This is an optimization exercise on Yosys and OpenROAD, whose aim is small area, not a production implementation. In this exercise RTL edits were held to simulation tests only and were not proved equivalent to the original. The flow treats the clock pin as an ideal source, which a real chip does not have. Power is estimated from default activity; no workload was simulated.

Setup of juniper:
// System
module System(
	clk,
	rst,
	mbed,
	select,
	GreenBlueServoOut,
	RedServoOut,
	BinRecycleServoOut,
	RedBlueServoOut,
	GreenOtherServoOut,
	dispenseBlueLED,
	dispenseComplete,
	dispenseGreenLED,
	dispenseRedLED,
	mainState,
	mbedOutput,
	results,
	sortBlueLED,
	sortComplete,
	sortGreenLED,
	sortRedLED
);
==> flow/config.mk <==
export PLATFORM = sky130hd
export DESIGN_NAME = System
export DESIGN_NICKNAME = System
export VERILOG_FILES = /design/flow/design.v
export SDC_FILE = /design/flow/constraint.sdc
export NUM_CORES = 4
export LEC_CHECK = 0
export CAP_MARGIN = 20
export CORE_MARGIN = 2
export CORE_UTILIZATION = 60
export SLEW_MARGIN = 20
==> flow/constraint.sdc <==
create_clock -name core_clock -period 10.0 [get_ports {clk}]
set_input_delay 2.0000 -clock core_clock [delete_from_list [all_inputs] [get_ports {clk}]]
set_output_delay 2.0000 -clock core_clock [all_outputs]
set_load 0.01 [all_outputs]
standard.sh (not shown) runs the stock make flow with config.mk's settings and CLKGATE_MAP_FILE= SYNTH_SCRIPT=/design/flow/synth_recipe.tcl, a recipe that flattens the netlist after the stock synthesis.
==> flow/flow/run.sh <==
#!/bin/bash
# Own layout flow: the standard ORFS flow (standard.sh, unchanged synthesis),
# with smaller port buffers, a clock tree without dummy loads built from
# clkbuf_4, and the leaf buffers whose clock pins see a slow slew upsized
# to clkbuf_8 (flow/post_cts.tcl, run at the end of the cts step).
set -euo pipefail
export BUFFER_PORTS_ARGS="-buffer_cell sky130_fd_sc_hd__buf_1"
export CTS_ARGS="-sink_clustering_enable -repair_clock_nets -dont_use_dummy_load -root_buf sky130_fd_sc_hd__clkbuf_4 -buf_list sky130_fd_sc_hd__clkbuf_4"
export RECOVER_POWER=100
export POST_CTS_TCL="$PWD/flow/post_cts.tcl"
bash standard.sh synth     > log_1_synth.log     2>&1
bash standard.sh floorplan > log_2_floorplan.log 2>&1
bash standard.sh place     > log_3_place.log     2>&1
bash standard.sh cts       > log_4_cts.log       2>&1
bash standard.sh route     > log_5_route.log     2>&1
bash standard.sh finish    > log_6_finish.log    2>&1
==> flow/flow/post_cts.tcl <==
proc fix_clock_leaf_slew { limit } {
  estimate_parasitics -placement
  set n 0
  foreach inst [[ord::get_db_block] getInsts] {
    set m [[$inst getMaster] getName]
    if { $m ne "sky130_fd_sc_hd__clkbuf_4" } { continue }
    set worst 0.0
    foreach it [$inst getITerms] {
      if { ![$it isOutputSignal] } { continue }
      set net [$it getNet]
      if { $net eq "NULL" } { continue }
      foreach sink [$net getITerms] {
        if { [$sink isOutputSignal] } { continue }
        set pin [get_pins [[$sink getInst] getName]/[[$sink getMTerm] getName]]
        set s [get_property $pin slew_max]
        if { $s > $worst } { set worst $s }
      }
    }
    if { $worst > $limit } {
      replace_cell [get_cells [$inst getName]] sky130_fd_sc_hd__clkbuf_8
      incr n
    }
  }
  puts "fix_clock_leaf_slew: upsized $n clock buffers"
  return $n
}

fix_clock_leaf_slew 0.100
set result [catch { detailed_placement } msg]
if { $result != 0 } { error "Detailed placement failed after clock buffer upsizing: $msg" }
check_placement -verbose
juniper: complete, dirty (max-capacitance violations, max-slew violations)
Setup changes, juniper to xenon
- PLACE_DENSITY: unset -> 0.9
- CORE_UTILIZATION: 60 -> 75
--- a/flow/flow/run.sh
+++ b/flow/flow/run.sh
@@ -8,3 +8,2 @@
 export CTS_ARGS="-sink_clustering_enable -repair_clock_nets -dont_use_dummy_load -root_buf sky130_fd_sc_hd__clkbuf_4 -buf_list sky130_fd_sc_hd__clkbuf_4"
-export RECOVER_POWER=100
 export POST_CTS_TCL="$PWD/flow/post_cts.tcl"
==> run summary <==
From the logs: juniper reached the end of the flow and failed the layout checks with max-capacitance violations, max-slew violations.
The flow did not stop early for xenon: all stages ran, and the layout cleared the timing, DRC and antenna checks.
In the metrics for juniper and xenon, the one carrying the lower max-cap check violation count is xenon.
[compare] base=juniper new=xenon: number of vias per cell after detailed routing rose by about 7%; length of routed met2 wiring rose by about 12%.
Looking at juniper and xenon, the synthesized area is a wash.
Going from juniper to xenon, cell area dropped about 0.4%; final worst-path cycle share shrank by 7.6 points.
Looking at total power, xenon sits 0.0000072 W below juniper.
Changes observed in xenon relative to juniper: core utilization now sits higher, critical path depth went down by 1, clock share of power decreased by 0.5 points relative to the old numbers.
[inputs] indigo vs xenon
- PLACE_DENSITY now 0.75, was 0.9
- CORE_UTILIZATION now 60, was 75
==> comparison <==
Flip-flop and latch share of the layout cell area: indigo < xenon. Taking xenon as the reference point, the core utilization of indigo falls by 15 points. Looking at clock slew seen by the registers of the worst setup and hold paths, indigo sits 20 ps below xenon. indigo vs xenon: buffer and inverter count on the worst path up in indigo. | ratio of cells with drive above 1 in the final layout | indigo vs xenon | ≈ equal |. Sort indigo and xenon by fmax, ascending, and xenon comes first.
Inputs modified between indigo and amber:
- clearing PLACE_DENSITY, which used to be 0.75
==> comparison <==
- Wire length of the first global-routing pass delta (amber − indigo): unfavourable
- Of amber and indigo, the lower final estimated routing congestion in global placement belongs to amber.
- Compared with indigo, amber has less setup slack.
- Compared amber against indigo; power within noise.
- In terms of share of the yosys chip area belonging to registers, amber and indigo differ only marginally.
- On total global routing overflow, amber and indigo are basically level.
- Compared amber against indigo; power consumed by the clock network within noise.
- The tightest hold margin of amber was inferior to that of indigo.

System, a different RTL version from the one above (not shown whole).
For scale: ~890 cells after synthesis, roughly 170 flip-flops, roughly 34 I/O pins, ~8600 µm² of cells after synthesis.
clock: 10.0 ns
lec_check: 0
cap_margin: 20
core_margin: 2
core_utilization: 60
slew_margin: 20
==> flow/flow/run.sh <==
#!/bin/bash
# Own layout flow: the standard ORFS flow (standard.sh, unchanged synthesis),
# with smaller port buffers, a clock tree without dummy loads built from
# clkbuf_4, and the leaf buffers whose clock pins see a slow slew upsized
# to clkbuf_8 (flow/post_cts.tcl, run at the end of the cts step).
set -euo pipefail
export BUFFER_PORTS_ARGS="-buffer_cell sky130_fd_sc_hd__buf_1"
export CTS_ARGS="-sink_clustering_enable -repair_clock_nets -dont_use_dummy_load -root_buf sky130_fd_sc_hd__clkbuf_4 -buf_list sky130_fd_sc_hd__clkbuf_4"
export POST_CTS_TCL="$PWD/flow/post_cts.tcl"
bash standard.sh synth     > log_1_synth.log     2>&1
bash standard.sh floorplan > log_2_floorplan.log 2>&1
bash standard.sh place     > log_3_place.log     2>&1
bash standard.sh cts       > log_4_cts.log       2>&1
bash standard.sh route     > log_5_route.log     2>&1
bash standard.sh finish    > log_6_finish.log    2>&1
Scripts as last shown in full above: flow/flow/post_cts.tcl
The starting point ran to the end with no violations.
Next try:
==> flow/flow/run.sh (replaced) <==
#!/bin/bash
# Own layout flow: the standard ORFS flow (standard.sh, unchanged synthesis),
# with smaller port buffers and a clock tree without dummy loads.
set -euo pipefail
export BUFFER_PORTS_ARGS="-buffer_cell sky130_fd_sc_hd__buf_1"
export CTS_ARGS="-sink_clustering_enable -repair_clock_nets -dont_use_dummy_load -root_buf sky130_fd_sc_hd__clkbuf_4 -buf_list sky130_fd_sc_hd__clkbuf_8"
bash standard.sh synth     > log_1_synth.log     2>&1
bash standard.sh floorplan > log_2_floorplan.log 2>&1
bash standard.sh place     > log_3_place.log     2>&1
bash standard.sh cts       > log_4_cts.log       2>&1
bash standard.sh route     > log_5_route.log     2>&1
bash standard.sh finish    > log_6_finish.log    2>&1
removed: flow/flow/post_cts.tcl
Power increases by 1.5%.
Synthesized cell count stays the same.
Via count stays flat.
Sequential share of layout area falls by 0.11 points.
Next try:
--- a/flow/flow/run.sh
+++ b/flow/flow/run.sh
@@ -4,5 +4,6 @@
 set -euo pipefail
 export BUFFER_PORTS_ARGS="-buffer_cell sky130_fd_sc_hd__buf_1"
-export CTS_ARGS="-sink_clustering_enable -repair_clock_nets -dont_use_dummy_load -root_buf sky130_fd_sc_hd__clkbuf_4 -buf_list sky130_fd_sc_hd__clkbuf_8"
+export CTS_ARGS="-sink_clustering_enable -repair_clock_nets -dont_use_dummy_load -root_buf sky130_fd_sc_hd__clkbuf_4 -buf_list sky130_fd_sc_hd__clkbuf_4"
+export POST_CTS_TCL="$PWD/flow/post_cts.tcl"
 bash standard.sh synth     > log_1_synth.log     2>&1
 bash standard.sh floorplan > log_2_floorplan.log 2>&1
==> flow/flow/post_cts.tcl (new file) <==
proc fix_clock_leaf_slew { limit } {
  estimate_parasitics -placement
  set n 0
  foreach inst [[ord::get_db_block] getInsts] {
    set m [[$inst getMaster] getName]
    if { $m ne "sky130_fd_sc_hd__clkbuf_4" } { continue }
    set worst 0.0
    foreach it [$inst getITerms] {
      if { ![$it isOutputSignal] } { continue }
      set net [$it getNet]
      if { $net eq "NULL" } { continue }
      foreach sink [$net getITerms] {
        if { [$sink isOutputSignal] } { continue }
        set pin [get_pins [[$sink getInst] getName]/[[$sink getMTerm] getName]]
        set s [get_property $pin slew_max]
        if { $s > $worst } { set worst $s }
      }
    }
    if { $worst > $limit } {
      replace_cell [get_cells [$inst getName]] sky130_fd_sc_hd__clkbuf_8
      incr n
    }
  }
  puts "fix_clock_leaf_slew: upsized $n clock buffers"
  return $n
}

fix_clock_leaf_slew 0.100
set result [catch { detailed_placement } msg]
if { $result != 0 } { error "Detailed placement failed after clock buffer upsizing: $msg" }
check_placement -verbose
Effect:
- The changed run finished clean
- worst setup slack is worse by 130 ps
- critical path depth stays the same
- wire length grows slightly
- clock-buffer cell count is unchanged
- final area is about the same
- global-route usage shrinks by 0.11 points
- cell count does not change
- utilization shrinks by 0.18 points
- hold slack hardly moves
- register-to-register slack is about the same

## separate check: timing with driven ports
The results above use ideal ports. As a check the final layouts listed here were re-extracted and re-timed, cells and wires unchanged. Step 1: set_driving_cell puts a clkbuf_16 on clk and a buf_2 on each other input, an assumption about the parent block. Step 2 adds t to the input delays and takes it off the output delays; t is the mean of the earliest and latest rising clock arrival at the registers after step 1. Input paths then give back, and output paths get back, about the clock's delay inside the block. Three values: ideal ports, drivers, drivers and shift; two values: the first two.
run	t, ns	slack for setup (ns)	worst setup path after step 2
juniper	0.470	3.349 / 3.364 / 2.894	input to register
xenon	0.471	4.112 / 4.126 / 3.655	input to register
indigo	0.478	4.243 / 4.261 / 3.783	input to register
amber	0.472	4.190 / 4.205 / 3.733	input to register
the first run of note 2	0.470	4.177 / 4.188 / 3.718	input to register
the second run of note 2	0.621	4.307 / 4.319 / 3.699	input to register
the third run of note 2	0.470	4.177 / 4.188 / 3.718	input to register
For the second run of note 2, which loses most, drivers alone change the setup slack by +0.012 ns; drivers and shift together by -0.608 ns.
